This design comes from an exercise in tuning for small area and a short achievable clock period on the open sky130 flow, not from production work. Function was not checked in any run shown here: the RTL went through the layout flow alone.

==> flow/design.v (outline; a module is shown in full before it is edited, if it fits) <==
// module Circle_Area_Calculator: 2291 lines
// module AOI21: 5 lines
// module FA: 6 lines
// module HA: 6 lines
// module INV: 5 lines
// module MX2I: 5 lines
// module ND2: 5 lines
// module NR2: 5 lines
// module OAI21: 5 lines
// module OR2: 5 lines
// module XN2: 5 lines
// module XR2: 5 lines
module Circle_Area_Calculator(clk, rst, radius, area);
  // ...
==> flow/run.sh <==
#!/bin/bash
# synth_recipe.tcl (not shown) runs the flow's synth.tcl, then flattens the netlist and writes it again
# the make line also repeats each setting of config.mk as NAME=value (left out here)
make -C /OpenROAD-flow-scripts/flow DESIGN_CONFIG=/design/flow/config.mk WORK_HOME=/design/flow/orfs CLKGATE_MAP_FILE= SYNTH_SCRIPT=/design/flow/synth_recipe.tcl finish
==> flow/config.mk <==
export PLATFORM = sky130hd
export DESIGN_NAME = Circle_Area_Calculator
export DESIGN_NICKNAME = Circle_Area_Calculator
export VERILOG_FILES = /design/flow/design.v
export SDC_FILE = /design/flow/constraint.sdc
export NUM_CORES = 4
export LEC_CHECK = 0
export CAP_MARGIN = 20
export CORE_MARGIN = 2
export CORE_UTILIZATION = 40
export SLEW_MARGIN = 20
export SYNTH_HIERARCHICAL = 1
export SYNTH_MINIMUM_KEEP_SIZE = 0
==> flow/constraint.sdc <==
create_clock -name core_clock -period 30.0 [get_ports {clk}]
set_input_delay 6.0000 -clock core_clock [delete_from_list [all_inputs] [get_ports {clk}]]
set_output_delay 6.0000 -clock core_clock [all_outputs]
set_load 0.01 [all_outputs]
==> summary.md, run 1 <==
| Metric | Value |
|---|---|
| Count of sequential standard cells | `31` |
| Fraction of synthesized area in multiplexers | `3.84%` |
| Critical-path top delay cell | `sky130_fd_sc_hd__mux2i_1` |
| Area of all sequential standard cells | `621 µm²` |
| Postcts setup bufs | `0` |
| GRT Total Usage | `20.4%` |
| Most Crowded Layer GR | `met2` |
| Top library cells by usage in the layout, fill and taps aside | `sky130_fd_sc_hd__nand2_1, sky130_fd_sc_hd__fa_1, sky130_fd_sc_hd__xor2_1` |
| Routed length per instance | `17.0 µm` |
| Critical Path AT | `16910 ps` |
| Estimated wirelength of the detail-placed design | `23.3 mm` |
| Uppermost routed layer | `met4` |
| Die Outline Area | `31400 µm²` |
| Overall die height | `177 µm` |
| Cell count after placement | `1750` |
| Post-synthesis cell type count | `41` |
| RSZ-0062 raised after global routing | `no` |
| TritonCTS clock tree | `done` |
| Post-route non-filler standard cell count | `1758` |
| Measured slew at the worst slew-check pin | `1000 ps` |
| Maximum number of pins on one net before global-route repair | `32` |
| Synth area leaders | `sky130_fd_sc_hd__fa_1, sky130_fd_sc_hd__nand2_1, sky130_fd_sc_hd__xor2_1` |
| Total Wirelength | `29.8 mm` |
| Outcome | `timing/DRC/antenna clean` |
| Hold bufs inserted after CTS | `0` |
| Die Width | `177 µm` |
| Final routed DRC violation total | `0` |
| Diode count | `0` |
==> run 2, diff against run 1 <==
==> flow/flow/run.sh (new file) <==
#!/bin/bash
set -o pipefail
cp standard.sh standard_sh.log
export SETUP_SLACK_MARGIN=${MARGIN:-15}
bash standard.sh > standard.log 2>&1
==> flow/standard.sh (new file) <==
#!/bin/bash
# synth_recipe.tcl (not shown) runs the flow's synth.tcl, then flattens the netlist and writes it again
# the make line also repeats each setting of config.mk as NAME=value (left out here)
make -C /OpenROAD-flow-scripts/flow DESIGN_CONFIG=/design/flow/config.mk WORK_HOME=/design/flow/orfs CLKGATE_MAP_FILE= SYNTH_SCRIPT=/design/flow/synth_recipe.tcl "${@:-finish}"
removed: flow/run.sh
==> summary.md, run 2 <==
| Metric | Value |
|---|---|
| Crit path time final | `14760 ps (was 16770 ps)` |
| Final routed DRC violation total | `0 (unchanged)` |
| Buf/Inv on CP | `7 (was 6)` |
| Initial antenna violation count | `0 (unchanged)` |
| Overall die height | `177 µm (unchanged)` |
| Avg Cell Area, Syn | `9.41 µm² (unchanged)` |
| Critical-path top delay cell | `sky130_fd_sc_hd__fa_2 (was sky130_fd_sc_hd__mux2i_1)` |
| Total Wirelength | `36.5 mm (was 29.8 mm)` |
| Max-slew headroom at the worst pin | `58.5% (was 31.2%)` |
| Cell type contributing the most total cell area after synthesis | `sky130_fd_sc_hd__fa_1 (unchanged)` |
| Root buffer selected by CTS | `sky130_fd_sc_hd__clkbuf_16 (unchanged)` |
| IO Count | `66 (unchanged)` |
| FF+latch count, synth | `31 (unchanged)` |
| Largest registers in the final layout | `area (31) (unchanged)` |
| Register clock-pin slew on the reported worst setup and hold paths | `50 ps (about the same)` |
| Max reg flops | `31 (unchanged)` |
| Setup TNS Final | `0 ps (unchanged)` |
| Post-synthesis instance total | `1273 (unchanged)` |
| Critical path's largest stage delay | `680 ps (was 710 ps)` |
| TritonCTS clock tree | `done (unchanged)` |
| Number of vias per cell after detailed routing | `5.35 (was 5.17)` |
| Ys async rst share | `0% (unchanged)` |
| Library cell with the highest instance count after synthesis | `sky130_fd_sc_hd__nand2_1 (unchanged)` |
| Reported max-cap violation count | `0 (unchanged)` |
| EDFF count, synth | `0 (unchanged)` |
| Synth-to-Final Area Change | `34.1% (was 12.1%)` |
| Number of failing hold endpoints at the final stage | `0 (unchanged)` |
| Synth area leaders | `sky130_fd_sc_hd__fa_1, sky130_fd_sc_hd__nand2_1, sky130_fd_sc_hd__xor2_1 (unchanged)` |
| Final worst-path cycle share | `49.2% (was 55.9%)` |
| Number of routed nets with antenna violations | `0 (unchanged)` |
| Diode count | `0 (unchanged)` |
| Top_reg_cell synth | `sky130_fd_sc_hd__dfxtp_1 (unchanged)` |
| Hold path endpoint | `area[3] (unchanged)` |
| Number of nets in the finished design | `1857 (was 1712)` |
| Hold bufs inserted after CTS | `0 (unchanged)` |
| Starting utilization of the core area | `40.5% (unchanged)` |
| Syn. warnings | `7 (unchanged)` |
| Type of element capturing the critical path | `flip-flop (unchanged)` |
| Achievable Freq | `67.7 MHz (was 59.6 MHz)` |
| Multi-input logic area | `11600 µm² (was 11000 µm²)` |
| Maximum level of the CTS H-tree | `2 (unchanged)` |
| Maximum number of pins on one net before global-route repair | `32 (unchanged)` |
| Pre-antenna DRT Iters | `5 (unchanged)` |
| Routability-driven placement congestion ratio | `0.905 (unchanged)` |
| RSZ-0062 raised after global routing | `yes (was no)` |
| Sink Count | `31 (unchanged)` |
| Minimum hold slack | `6190 ps (was 6180 ps)` |
| Number of global-route vias before repair | `10544 (was 9893)` |
| Most common cell after layout, fill and taps aside | `sky130_fd_sc_hd__nand2_1 (unchanged)` |
| Routed length per instance | `19.2 µm (was 17.0 µm)` |
| Top library cells by usage in the layout, fill and taps aside | `sky130_fd_sc_hd__nand2_1, sky130_fd_sc_hd__fa_1, sky130_fd_sc_hd__buf_4 (was sky130_fd_sc_hd__nand2_1, sky130_fd_sc_hd__fa_1, sky130_fd_sc_hd__xor2_1)` |
| Syn nets | `1618 (unchanged)` |
| Core area | `29600 µm² (unchanged)` |
| Final max-slew violation count | `0 (unchanged)` |
| Register area share after synthesis | `5.18% (unchanged)` |
| Most frequent cell on the critical path | `sky130_fd_sc_hd__fa_1 (unchanged)` |
| Outcome | `timing/DRC/antenna clean (unchanged)` |
| Worst EP required | `30140 ps (about the same)` |
| Cell depth of the worst min-delay path | `2 (unchanged)` |
| Leading post-synthesis cells by instance count | `sky130_fd_sc_hd__nand2_1, sky130_fd_sc_hd__fa_1, sky130_fd_sc_hd__xor2_1, sky130_fd_sc_hd__nor2_1, sky130_fd_sc_hd__inv_1 (unchanged)` |
| Top fanout value on the critical path | `9 (was 26)` |
| Estimated wirelength of the detail-placed design | `23.3 mm (unchanged)` |
| Final-report setup violation count | `0 (unchanged)` |
| Proportion of netlist area held by the largest area contributor | `49.8% (unchanged)` |
| Count of buffers inserted at the top-level ports | `62 (unchanged)` |
| Clock tree buffer depth | `2 (unchanged)` |
| Row count | `63 (unchanged)` |
| Crit Path Class | `in2reg (unchanged)` |
| Category of the worst setup path launch point | `input port (unchanged)` |
| Fill cells | `2549 (was 2861)` |
| TritonCTS Buffers | `5 (unchanged)` |
| Overflow left after global routing | `0 (unchanged)` |
| GRT Total Usage | `23.4% (was 20.4%)` |
| Critical Path AT | `14900 ps (was 16910 ps)` |
| Register with the most flip-flops | `area (unchanged)` |
| Worst hold path type | `in2reg (unchanged)` |
| Measured slew at the worst slew-check pin | `622 ps (was 1000 ps)` |
| Post-synthesis cell type count | `41 (unchanged)` |
| Area of all sequential standard cells | `621 µm² (unchanged)` |
| Min-Delay Startpoint | `rst (unchanged)` |
| Die Outline Area | `31400 µm² (unchanged)` |
| Layout cell share with drive strength beyond 1 | `26.0% (was 8.77%)` |
| Via Count | `10184 (was 9092)` |
| Die Width | `177 µm (unchanged)` |
| First-pass GRT wire length | `56.8 mm (was 50.9 mm)` |
| Post-synth design cell area | `12000 µm² (unchanged)` |
| DRC violation total after the first TritonRoute iteration | `640 (was 458)` |
| Top cell family by delay on the critical path | `adder cells (unchanged)` |
[run 2: logic make-up (layout without fill, tap and decap cells)]
kind of cell,Yosys count,after routing,synth area share [%]
AO/OA/AOI/OAI,136,136,8.57
XOR/XNOR,155,155,11.3
adder cells (fa/ha/maj),311,311,51.1
buffers and inverters,102,342,3.23
flip-flops,31,31,5.18
multiplexers,46,46,3.84
other,1,1,0.0313
AND/OR/NAND/NOR,491,491,16.7
[run 2: worst max-delay path by stage]
stage	startpoint	end	slack, ps	cells past startpoint
finish	radius[11]	area[20]	15240	39
global route	radius[2]	area[19]	14850	39
CTS	radius[22]	area[20]	15000	39
detailed placement	radius[10]	area[20]	12940	38
global placement	radius[10]	area[20]	13060	38
floorplan	radius[1]	area[20]	15040	36
[run 2: routing by layer]
metal / routed length [µm] / GRT usage [%]
met1: 14100 / 30.3
met4: 1910 / 9.47
met3: 3440 / 4.45
met2: 17100 / 38.7
met5: 0 / 0
[run 2: timing repair]
item	in CTS	in global routing
endpoints found under the setup margin	23	21
gates resized for setup	183	135
endpoints found under the hold margin	0	0
gates cloned	22	6
pin swaps	8	50
buffers inserted	38	78
[run 2: modules after synthesis (local to each module, per instance)]
| module | cell area (µm²) | times used | cells inside |
|---|---|---|---|
| Circle_Area_Calculator | 1270 | 1 | 147 |
| FA | 20.0 | 298 | 1 |
| HA | 12.5 | 11 | 1 |
| MX2I | 10.0 | 46 | 1 |
| AOI21 | 8.76 | 76 | 1 |
| XN2 | 8.76 | 29 | 1 |
| XR2 | 8.76 | 121 | 1 |
| OR2 | 6.26 | 29 | 1 |
| OAI21 | 5.00 | 41 | 1 |
| INV | 3.75 | 72 | 1 |
| ND2 | 3.75 | 307 | 1 |
| NR2 | 3.75 | 96 | 1 |
[run 2: through the flow]
step,cell area [µm²],worst slack (ps),cells,utilization (%)
after CTS,15000,15000,1818,50.8
final,16100,15240,1903,54.4
after floorplan,12000,15040,1273,-
after global routing,16100,14850,1903,54.4
after global placement,13300,13060,1750,45.0
after detailed placement,13300,12940,1750,45.0
[run 2: final cells by class]
class	count	share of cell area [%]
repair buffers	236	17.8
multi-input cells	1140	72.1
flip-flops and latches	31	3.86
clock buffers	7	0.825
inverters	98	2.36
clock inverters	1	0.0311
well taps	390	3.04
==> run 3, diff against run 2 <==
==> flow/flow/run.sh (replaced) <==
#!/bin/bash
set -o pipefail
cp standard.sh standard_sh.log
export SETUP_SLACK_MARGIN=${MARGIN:-14}
bash standard.sh > standard.log 2>&1
==> summary.md, run 3 <==
| Metric | Value |
|---|---|
| Root buffer selected by CTS | `sky130_fd_sc_hd__clkbuf_16 (unchanged)` |
| Pre-antenna DRT Iters | `4 (was 5)` |
| Worst EP required | `30140 ps (about the same)` |
| Post-synthesis instance total | `1273 (unchanged)` |
| GRT Total Usage | `20.5% (was 23.4%)` |
| Number of failing hold endpoints at the final stage | `0 (unchanged)` |
| Fill cells | `2826 (was 2549)` |
| Die Width | `177 µm (unchanged)` |
| Number of global-route vias before repair | `9904 (was 10544)` |
| Fraction of the core area covered by cells at the end of the flow | `47.0% (was 54.4%)` |
| Register clock-pin slew on the reported worst setup and hold paths | `50 ps (about the same)` |
| Estimated wirelength of the detail-placed design | `23.3 mm (unchanged)` |
| Setup TNS Final | `0 ps (unchanged)` |
| Proportion of netlist area held by the largest area contributor | `49.8% (unchanged)` |
| Most Crowded Layer GR | `met2 (unchanged)` |
| Reported max-cap violation count | `0 (unchanged)` |
| Outcome | `timing/DRC/antenna clean (unchanged)` |
| Critical Path AT | `15660 ps (was 14900 ps)` |
| DRC violation total after the first TritonRoute iteration | `413 (was 640)` |
| Most common cell after layout, fill and taps aside | `sky130_fd_sc_hd__nand2_1 (unchanged)` |
| FF+latch count, synth | `31 (unchanged)` |
| Count of buffers inserted at the top-level ports | `62 (unchanged)` |
| Category of the worst setup path launch point | `input port (unchanged)` |
| Sink Count | `31 (unchanged)` |
| Via Count | `9232 (was 10184)` |
| Crit Path Class | `in2reg (unchanged)` |
| Type of element capturing the critical path | `flip-flop (unchanged)` |
| Syn nets | `1618 (unchanged)` |
| Number of vias per cell after detailed routing | `5.21 (was 5.35)` |
| Total Wirelength | `30.3 mm (was 36.5 mm)` |
| Global routing usage on met3 | `2.38% (was 4.45%)` |
| Final max-slew violation count | `0 (unchanged)` |
| Post-synthesis cell type count | `41 (unchanged)` |
| Synth-to-Final Area Change | `16.0% (was 34.1%)` |
| Register with the most flip-flops | `area (unchanged)` |
| Top fanout value on the critical path | `26 (was 9)` |
| Global routing met1 resource utilization | `28.0% (was 30.3%)` |
| Initial antenna violation count | `0 (unchanged)` |
| Avg Cell Area, Syn | `9.41 µm² (unchanged)` |
| Final worst setup slack | `14480 ps (was 15240 ps)` |
| Row count | `63 (unchanged)` |
| Cell count after placement | `1750 (unchanged)` |
| First-pass GRT wire length | `50.9 mm (was 56.8 mm)` |
| Max-slew headroom at the worst pin | `38.7% (was 58.5%)` |
| RSZ-0062 raised after global routing | `no (was yes)` |
| Design area | `13900 µm² (was 16100 µm²)` |
| Core area | `29600 µm² (unchanged)` |
| Largest registers in the final layout | `area (31) (unchanged)` |
| Crit path time final | `15520 ps (was 14760 ps)` |
| Post-synth design cell area | `12000 µm² (unchanged)` |
| Worst hold path type | `in2reg (unchanged)` |
| IO Count | `66 (unchanged)` |
| Overflow left after global routing | `0 (unchanged)` |
| Diode count | `0 (unchanged)` |
| Die Outline Area | `31400 µm² (unchanged)` |
| Maximum number of pins on one net before global-route repair | `32 (unchanged)` |
| Max reg flops | `31 (unchanged)` |
| Ys async rst share | `0% (unchanged)` |
| Routed length per instance | `17.1 µm (was 19.2 µm)` |
| Achievable Freq | `64.4 MHz (was 67.7 MHz)` |
| Number of routed nets with antenna violations | `0 (unchanged)` |
| TritonCTS clock tree | `done (unchanged)` |
| Minimum hold slack | `6180 ps (was 6190 ps)` |
| Measured slew at the worst slew-check pin | `894 ps (was 622 ps)` |
| Clock tree buffer depth | `2 (unchanged)` |
| Critical path's largest stage delay | `580 ps (was 680 ps)` |
| Leading post-synthesis cells by instance count | `sky130_fd_sc_hd__nand2_1, sky130_fd_sc_hd__fa_1, sky130_fd_sc_hd__xor2_1, sky130_fd_sc_hd__nor2_1, sky130_fd_sc_hd__inv_1 (unchanged)` |
| Layout cell share with drive strength beyond 1 | `12.4% (was 26.0%)` |
| Number of nets in the finished design | `1726 (was 1857)` |
| Cell Area, Placed | `13300 µm² (unchanged)` |
| Register area share after synthesis | `5.18% (unchanged)` |
| Hold bufs inserted after CTS | `0 (unchanged)` |
| EDFF count, synth | `0 (unchanged)` |
| Overall die height | `177 µm (unchanged)` |
| Starting utilization of the core area | `40.5% (unchanged)` |
| Post-route non-filler standard cell count | `1772 (was 1903)` |
| TritonCTS Buffers | `5 (unchanged)` |
| Syn. warnings | `7 (unchanged)` |
| Final routed DRC violation total | `0 (unchanged)` |
| Critical-path top delay cell | `sky130_fd_sc_hd__fa_1 (was sky130_fd_sc_hd__fa_2)` |
| Cell type contributing the most total cell area after synthesis | `sky130_fd_sc_hd__fa_1 (unchanged)` |
| Maximum level of the CTS H-tree | `2 (unchanged)` |
| Final worst-path cycle share | `51.7% (was 49.2%)` |
| Final-report setup violation count | `0 (unchanged)` |
| Top library cells by usage in the layout, fill and taps aside | `sky130_fd_sc_hd__nand2_1, sky130_fd_sc_hd__fa_1, sky130_fd_sc_hd__nor2_1 (was sky130_fd_sc_hd__nand2_1, sky130_fd_sc_hd__fa_1, sky130_fd_sc_hd__buf_4)` |
| Routability-driven placement congestion ratio | `0.905 (unchanged)` |
| Top_reg_cell synth | `sky130_fd_sc_hd__dfxtp_1 (unchanged)` |
| Library cell with the highest instance count after synthesis | `sky130_fd_sc_hd__nand2_1 (unchanged)` |
| Synth area leaders | `sky130_fd_sc_hd__fa_1, sky130_fd_sc_hd__nand2_1, sky130_fd_sc_hd__xor2_1 (unchanged)` |
| Met2 layer usage reported by global route | `34.5% (was 38.7%)` |
| Worst slack at placement | `12940 ps (unchanged)` |
| Most frequent cell on the critical path | `sky130_fd_sc_hd__fa_1 (unchanged)` |
run 3: metal layers:
metal / up-vias / routed length [µm] / share of wire [%]
met2: 306 / 14600 / 48
met3: 41 / 1930 / 6.4
met5: - / 0 / 0
met4: 0 / 720 / 2.4
met1: 4692 / 13000 / 43
li1: 4193 / - / -
run 3: cells by family (layout without fill, tap and decap cells):
group | count (synthesis) | in the layout | share of synthesized area, %
mux | 46 | 46 | 3.84
buf+inv | 102 | 211 | 3.23
compound gates | 136 | 136 | 8.57
fa+ha+maj | 311 | 311 | 51.1
simple gates | 491 | 491 | 16.7
xor+xnor | 155 | 155 | 11.3
other cells | 1 | 1 | 0.0313
flops | 31 | 31 | 5.18
run 3: modules after synthesis (local to each module, per instance), excerpt:
| module | flops+latches | copies in the design | cells inside |
|---|---|---|---|
| FA | 0 | 298 | 1 |
| MX2I | 0 | 46 | 1 |
| INV | 0 | 72 | 1 |
| NR2 | 0 | 96 | 1 |
| AOI21 | 0 | 76 | 1 |
| ND2 | 0 | 307 | 1 |
| OR2 | 0 | 29 | 1 |
| OAI21 | 0 | 41 | 1 |
run 3: cell type report:
| class | count | area [µm²] | share of cell area, % |
|---|---|---|---|
| clock buffers | 7 | 133 | 0.954 |
| clock inverters | 1 | 5.00 | 0.0360 |
| inverters | 98 | 372 | 2.67 |
| multi-input cells | 1140 | 11200 | 80.9 |
| flip-flops and latches | 31 | 621 | 4.47 |
| well taps | 390 | 488 | 3.51 |
| repair buffers | 105 | 1030 | 7.42 |
run 3: repair_timing:
| action | CTS | global route |
|---|---|---|
| pin swaps | 0 | 4 |
| gates resized for setup | 20 | 56 |
| setup endpoints to repair | 14 | 12 |
| buffers inserted | 2 | 12 |
run 3: worst max-delay path: cells and delay by family:
family	cells	cell delay, ps
compound gates	7	1110
xor+xnor	4	920
fa+ha+maj	11	4950
buf+inv	6	1150
mux	2	370
simple gates	8	1130
run 3: path summary, 6_finish.rpt:
| kind | from | endpoint | slack [ps] | cells past startpoint |
|---|---|---|---|---|
| max | radius[10] | area[20] | 14480 | 38 |
| min | rst | area[0] | 6180 | 2 |
==> run 4, diff against run 3 <==
==> flow/flow/run.sh (replaced) <==
#!/bin/bash
set -o pipefail
cp standard.sh standard_sh.log
export SETUP_SLACK_MARGIN=${MARGIN:-14}
export BUFFER_PORTS_ARGS="${BPA:--buffer_cell sky130_fd_sc_hd__buf_4}"
bash standard.sh > standard.log 2>&1
==> summary.md, run 4 <==
| Metric | Value |
|---|---|
| Outcome | `timing/DRC/antenna clean (unchanged)` |
| EDFF count, synth | `0 (unchanged)` |
| Category of the worst setup path launch point | `input port (unchanged)` |
| Initial antenna violation count | `0 (unchanged)` |
| Final worst-path cycle share | `51.1% (was 51.7%)` |
| Worst hold path type | `in2reg (unchanged)` |
| Critical-path top delay cell | `sky130_fd_sc_hd__fa_1 (unchanged)` |
| Max-slew headroom at the worst pin | `39.2% (was 38.7%)` |
| Crit path time final | `15320 ps (was 15520 ps)` |
| Largest registers in the final layout | `area (31) (unchanged)` |
| Crit Path Class | `in2reg (unchanged)` |
| Diode count | `0 (unchanged)` |
| Synth area leaders | `sky130_fd_sc_hd__fa_1, sky130_fd_sc_hd__nand2_1, sky130_fd_sc_hd__xor2_1 (unchanged)` |
| Type of element capturing the critical path | `flip-flop (unchanged)` |
| Achievable Freq | `65.3 MHz (was 64.4 MHz)` |
| Syn nets | `1618 (unchanged)` |
| Avg Cell Area, Syn | `9.41 µm² (unchanged)` |
| Estimated wirelength of the detail-placed design | `23.7 mm (was 23.3 mm)` |
| Setup TNS Final | `0 ps (unchanged)` |
| Final max-slew violation count | `0 (unchanged)` |
| Clock tree buffer depth | `2 (unchanged)` |
| GRT Total Usage | `20.3% (was 20.5%)` |
| Maximum level of the CTS H-tree | `2 (unchanged)` |
| Cell depth of the worst min-delay path | `3 (was 2)` |
| Ys async rst share | `0% (unchanged)` |
| FF+latch count, synth | `31 (unchanged)` |
| Critical Path AT | `15470 ps (was 15660 ps)` |
| Proportion of netlist area held by the largest area contributor | `49.8% (unchanged)` |
| Pre-antenna DRT Iters | `4 (unchanged)` |
| Via Count | `9067 (was 9232)` |
| Critical path's largest stage delay | `590 ps (was 580 ps)` |
| Syn. warnings | `7 (unchanged)` |
| Final routed DRC violation total | `0 (unchanged)` |
| Starting utilization of the core area | `40.5% (unchanged)` |
| Post-synth design cell area | `12000 µm² (unchanged)` |
| Die Width | `177 µm (unchanged)` |
| Reported max-cap violation count | `0 (unchanged)` |
| Register clock-pin slew on the reported worst setup and hold paths | `50 ps (about the same)` |
| Cell count after placement | `1727 (was 1750)` |
| Number of routed nets with antenna violations | `0 (unchanged)` |
| Post-synthesis cell type count | `41 (unchanged)` |
| Register with the most flip-flops | `area (unchanged)` |
| Overall die height | `177 µm (unchanged)` |
| Sink Count | `31 (unchanged)` |
| Maximum number of pins on one net before global-route repair | `32 (unchanged)` |
| Root buffer selected by CTS | `sky130_fd_sc_hd__clkbuf_16 (unchanged)` |
| IO Count | `66 (unchanged)` |
| Leading post-synthesis cells by instance count | `sky130_fd_sc_hd__nand2_1, sky130_fd_sc_hd__fa_1, sky130_fd_sc_hd__xor2_1, sky130_fd_sc_hd__nor2_1, sky130_fd_sc_hd__inv_1 (unchanged)` |
| Fraction of the core area covered by cells at the end of the flow | `44.9% (was 47.0%)` |
| Overflow left after global routing | `0 (unchanged)` |
| Most common cell after layout, fill and taps aside | `sky130_fd_sc_hd__nand2_1 (unchanged)` |
| Max reg flops | `31 (unchanged)` |
| Routed length per instance | `17.2 µm (was 17.1 µm)` |
| Count of buffers inserted at the top-level ports | `62 (unchanged)` |
| Most frequent cell on the critical path | `sky130_fd_sc_hd__fa_1 (unchanged)` |
| Register area share after synthesis | `5.18% (unchanged)` |
| TritonCTS clock tree | `done (unchanged)` |
| Cell type contributing the most total cell area after synthesis | `sky130_fd_sc_hd__fa_1 (unchanged)` |
| Top library cells by usage in the layout, fill and taps aside | `sky130_fd_sc_hd__nand2_1, sky130_fd_sc_hd__fa_1, sky130_fd_sc_hd__xor2_1 (was sky130_fd_sc_hd__nand2_1, sky130_fd_sc_hd__fa_1, sky130_fd_sc_hd__nor2_1)` |
| Top_reg_cell synth | `sky130_fd_sc_hd__dfxtp_1 (unchanged)` |
| TritonCTS Buffers | `5 (unchanged)` |
| Total Wirelength | `30.0 mm (was 30.3 mm)` |
| Top fanout value on the critical path | `26 (unchanged)` |
| Die Outline Area | `31400 µm² (unchanged)` |
| Library cell with the highest instance count after synthesis | `sky130_fd_sc_hd__nand2_1 (unchanged)` |
| Row count | `63 (unchanged)` |
| Routability-driven placement congestion ratio | `0.918 (was 0.905)` |
| Post-route non-filler standard cell count | `1741 (was 1772)` |
| Number of failing hold endpoints at the final stage | `0 (unchanged)` |
| Hold path endpoint | `area[30] (was area[0])` |
| Core area | `29600 µm² (unchanged)` |
| Min-Delay Startpoint | `radius[29] (was rst)` |
| Synth-to-Final Area Change | `10.8% (was 16.0%)` |
| Worst EP required | `30150 ps (was 30140 ps)` |
| RSZ-0062 raised after global routing | `no (unchanged)` |
| Number of nets in the finished design | `1695 (was 1726)` |
| Final-report setup violation count | `0 (unchanged)` |
| Layout cell share with drive strength beyond 1 | `13.5% (was 12.4%)` |
| Post-synthesis instance total | `1273 (unchanged)` |
| Number of vias per cell after detailed routing | `5.21 (about the same)` |
| Fill cells | `2904 (was 2826)` |
| Number of global-route vias before repair | `9811 (was 9904)` |
| Measured slew at the worst slew-check pin | `886 ps (was 894 ps)` |
| First-pass GRT wire length | `50.7 mm (was 50.9 mm)` |
| DRC violation total after the first TritonRoute iteration | `434 (was 413)` |
[run 4: cell counts after synthesis]
No cell type changed its count.
[run 4: cells by family after synthesis]
family,synth area share (%)
AND/OR/NAND/NOR,16.7
adder cells (fa/ha/maj),51.1
XOR/XNOR,11.3
AO/OA/AOI/OAI,8.57
buffers and inverters,3.23
multiplexers,3.84
flip-flops,5.18
other,0.0313
[run 4: through the flow]
stage / setup WS (ps) / hold slack [ps] / area [µm²]
after floorplan: 15040 / 6070 / 12000
after detailed placement: 13490 / 6260 / 13000
final: 14680 / 5970 / 13300
after CTS: 14000 / 5970 / 13100
after global placement: 13610 / 6250 / 13000
after global routing: 14010 / 5990 / 13300
[run 4: critical path: cells and delay by family]
family | cells | cell delay [ps]
adders and majority gates | 11 | 4960
AOI/OAI and AO/OA | 7 | 1340
and+or+nand+nor | 8 | 1110
xor gates and xnor gates | 4 | 960
buffers and inverters | 5 | 680
muxes | 2 | 360
[run 4: worst max-delay path by stage]
stage,start,endpoint,slack (ps),depth (start not counted)
after global placement,radius[10],area[20],13610,37
after floorplan,radius[1],area[20],15040,36
after detailed placement,radius[10],area[20],13490,37
after global routing,radius[19],area[20],14010,36
final,radius[10],area[20],14680,37
after CTS,radius[10],area[20],14000,36
[run 4: layout make-up]
class / instances / area (µm²) / area share [%]
Inverter: 98 / 368 / 2.77
Tap cell: 390 / 488 / 3.67
Clock buffer: 7 / 133 / 0.998
Sequential cell: 31 / 621 / 4.67
Multi-Input combinational cell: 1140 / 11100 / 83.6
Clock inverter: 1 / 5.00 / 0.0377
Timing Repair Buffer: 74 / 563 / 4.24
[run 4: timing repair]
action                     4_1_cts  5_1_grt
setup endpoints to repair        5       15
hold buffers                     0        0
resized for setup                5       23
setup buffers                    0        6
[run 4: per-module statistics from Yosys (local to each module, per instance), a selection]
module | times used | flops+latches
Circle_Area_Calculator | 1 | 31
XR2 | 121 | 0
AOI21 | 76 | 0
XN2 | 29 | 0
FA | 298 | 0
NR2 | 96 | 0
OAI21 | 41 | 0
HA | 11 | 0
INV | 72 | 0
OR2 | 29 | 0
MX2I | 46 | 0
[run 4: routing by layer]
| layer | share of wire, % | routed length (µm) | GRT usage (%) |
|---|---|---|---|
| met3 | 6.4 | 1920 | 2.43 |
| met1 | 43 | 12900 | 27.2 |
| met5 | 0 | 0 | 0 |
| met2 | 47 | 14100 | 34.4 |
| met4 | 3.5 | 1040 | 6.03 |

what the ideal ports hide:
No port has a modelled driver above. Below, the same layouts with a new extraction and two added sets of constraints.
Step 1, drivers: a clkbuf_16 drives clk and a buf_2 each remaining input, both assumed.
Step 2 times the ports against the registers' clock, not the clock port: input delays grow and output delays shrink by t, the midpoint of the rising clock arrivals with the driver on.
Three values: no drivers, after step 1, after step 2; two values: the first two.
run	t (ns)	slack for setup (ns)	worst setup path after step 2	latest minus earliest clock arrival (ns)	worst register clock-pin slew, ns
run 1	0.312	13.230 / 13.239 / 12.927	input to register	0.003 / 0.003	0.05 / 0.05
run 2	0.314	15.239 / 15.236 / 14.922	input to register	0.003 / 0.003	0.05 / 0.05
run 3	0.309	14.477 / 14.484 / 14.175	input to register	0.004 / 0.003	0.05 / 0.05
run 4	0.304	14.680 / 14.673 / 14.369	input to register	0.004 / 0.004	0.05 / 0.05
After both steps setup and hold are still met in every run listed. The setup slack of run 2, which loses most, moves by -0.003 ns with the drivers and by -0.317 ns with both steps.
